Context: an optimization exercise on an open-source flow, tuned for small area. The choices shown serve that exercise and are no tape-out recipe. RTL that was checked went through simulation tests only; none was proved equivalent to the original. Power figures rest on the tool's default switching activity, not on a simulated workload.

==> flow/design.v (excerpt) <==
module Segway(clk,RST_n,INERT_SS_n,INERT_MOSI,
              INERT_SCLK,INERT_MISO,A2D_SS_n,A2D_MOSI,A2D_SCLK,
              A2D_MISO,PWM_rev_rght,PWM_frwrd_rght,PWM_rev_lft,
              PWM_frwrd_lft,INT,RX);
  input clk,RST_n;
  input INERT_MISO;
  input A2D_MISO;
  input INT;
  input RX;
  output A2D_SS_n, INERT_SS_n;
  output A2D_MOSI, INERT_MOSI;
  output A2D_SCLK, INERT_SCLK;
  output PWM_rev_rght, PWM_frwrd_rght;
  output PWM_rev_lft, PWM_frwrd_lft;
  wire rst_n;
  wire [11:0] lft_ld, rght_ld;
  wire [10:0] lft_spd, rght_spd;
  wire lft_rev, rght_rev;
  wire rider_off, pwr_up, en_steer;
  wire vld;
  wire [15:0] ptch;
  wire [8:0] ld_cell_diff;
  wire [15:0] tmr;                       
  reset_synch iRST(.clk(clk),.RST_n(RST_n),.rst_n(rst_n));
  Auth_blk auth(.clk(clk), .rst_n(rst_n), .RX(RX), .rider_off(rider_off), .pwr_up(pwr_up));
  inert_intf inert(.clk(clk), .rst_n(rst_n), .tmr(tmr), .vld(vld), .ptch(ptch),
                   .SS_n(INERT_SS_n), .SCLK(INERT_SCLK), .MOSI(INERT_MOSI), .MISO(INERT_MISO), .INT(INT));
  balance_cntrl blctrl(.clk(clk), .rst_n(rst_n), .vld(vld), .ptch(ptch), .ld_cell_diff(ld_cell_diff),
                       .lft_spd(lft_spd), .lft_rev(lft_rev), .rght_spd(rght_spd), .rght_rev(rght_rev),
                       .rider_off(rider_off), .en_steer(en_steer), .pwr_up(pwr_up));
  steer_en steer(.clk(clk), .rst_n(rst_n), .lft_ld(lft_ld), .rght_ld(rght_ld),
                 .en_steer(en_steer), .rider_off(rider_off), .ld_cell_diff(ld_cell_diff));
  mtr_drv mtr(.clk(clk), .rst_n(rst_n), .tmr(tmr), .lft_spd(lft_spd), .lft_rev(lft_rev),
              .rght_spd(rght_spd), .rght_rev(rght_rev),
              .PWM_rev_lft(PWM_rev_lft), .PWM_frwrd_lft(PWM_frwrd_lft),
              .PWM_rev_rght(PWM_rev_rght), .PWM_frwrd_rght(PWM_frwrd_rght));
  A2D_intf A2D(.clk(clk), .rst_n(rst_n), .nxt(vld), .lft_ld(lft_ld), .rght_ld(rght_ld),
               .SS_n(A2D_SS_n), .SCLK(A2D_SCLK), .MOSI(A2D_MOSI), .MISO(A2D_MISO));
endmodule
Size in the first run: about 0.017 mm^2 of cells after synthesis.
clock: 16.0 ns
lec_check: 0
cap_margin: 20
core_margin: 2
core_utilization: 60
cts_buf_list: sky130_fd_sc_hd__clkbuf_4
place_density: 0.75
slew_margin: 20
run.sh (not shown) runs the stock make flow with config.mk's settings and CLKGATE_MAP_FILE= SYNTH_SCRIPT=/design/flow/synth_recipe.tcl, a recipe that flattens the netlist after the stock synthesis.
Then changed:
- CORE_UTILIZATION: 60 -> 40
- CTS_BUF_LIST: sky130_fd_sc_hd__clkbuf_4 -> unset
- PLACE_DENSITY: 0.75 -> 0.6
Outcome: The changed run finished with timing, DRC and antenna clean; worst setup slack is better by 200 ps; power rises by 9.8%; global-route usage drops by 8.0 points; die area rose by 49%; hold slack got worse by 20 ps; sequential share of layout area went down by 0.56 points; clock power is higher by 20%.

---

## before
Segway, a different RTL version from the one above (not shown whole).
Size in the first run: roughly 4000 cells after synthesis, about 16 I/O pins, about 31000 sq um of cells after synthesis.
clock: 16.0 ns
lec_check: 0
abc_area: 1
cap_margin: 20
core_margin: 2
core_utilization: 40
place_density: 0.6
slew_margin: 20
What after does differently from before at the input level:
Settings: ABC_AREA no longer set, was 1.
The lower xor-xnor portion of the synthesized cell area came out of before.
Taking before as the reference point, the number of clock buffers in the layout of after rises by 18%.
Looking at total cell area at the placement stage, after sits 2.5% higher than before does.
before → after: critical path depth in cells dropped about 20%; design area went up.
Power in combinational cells, after vs before: down by more than 10%
Going from before to after, die area has increased, routed wire length has increased, hold slack has remained practically unchanged, fraction of power spent switching nets has decreased.
No functional check of the RTL was part of any run of this note.
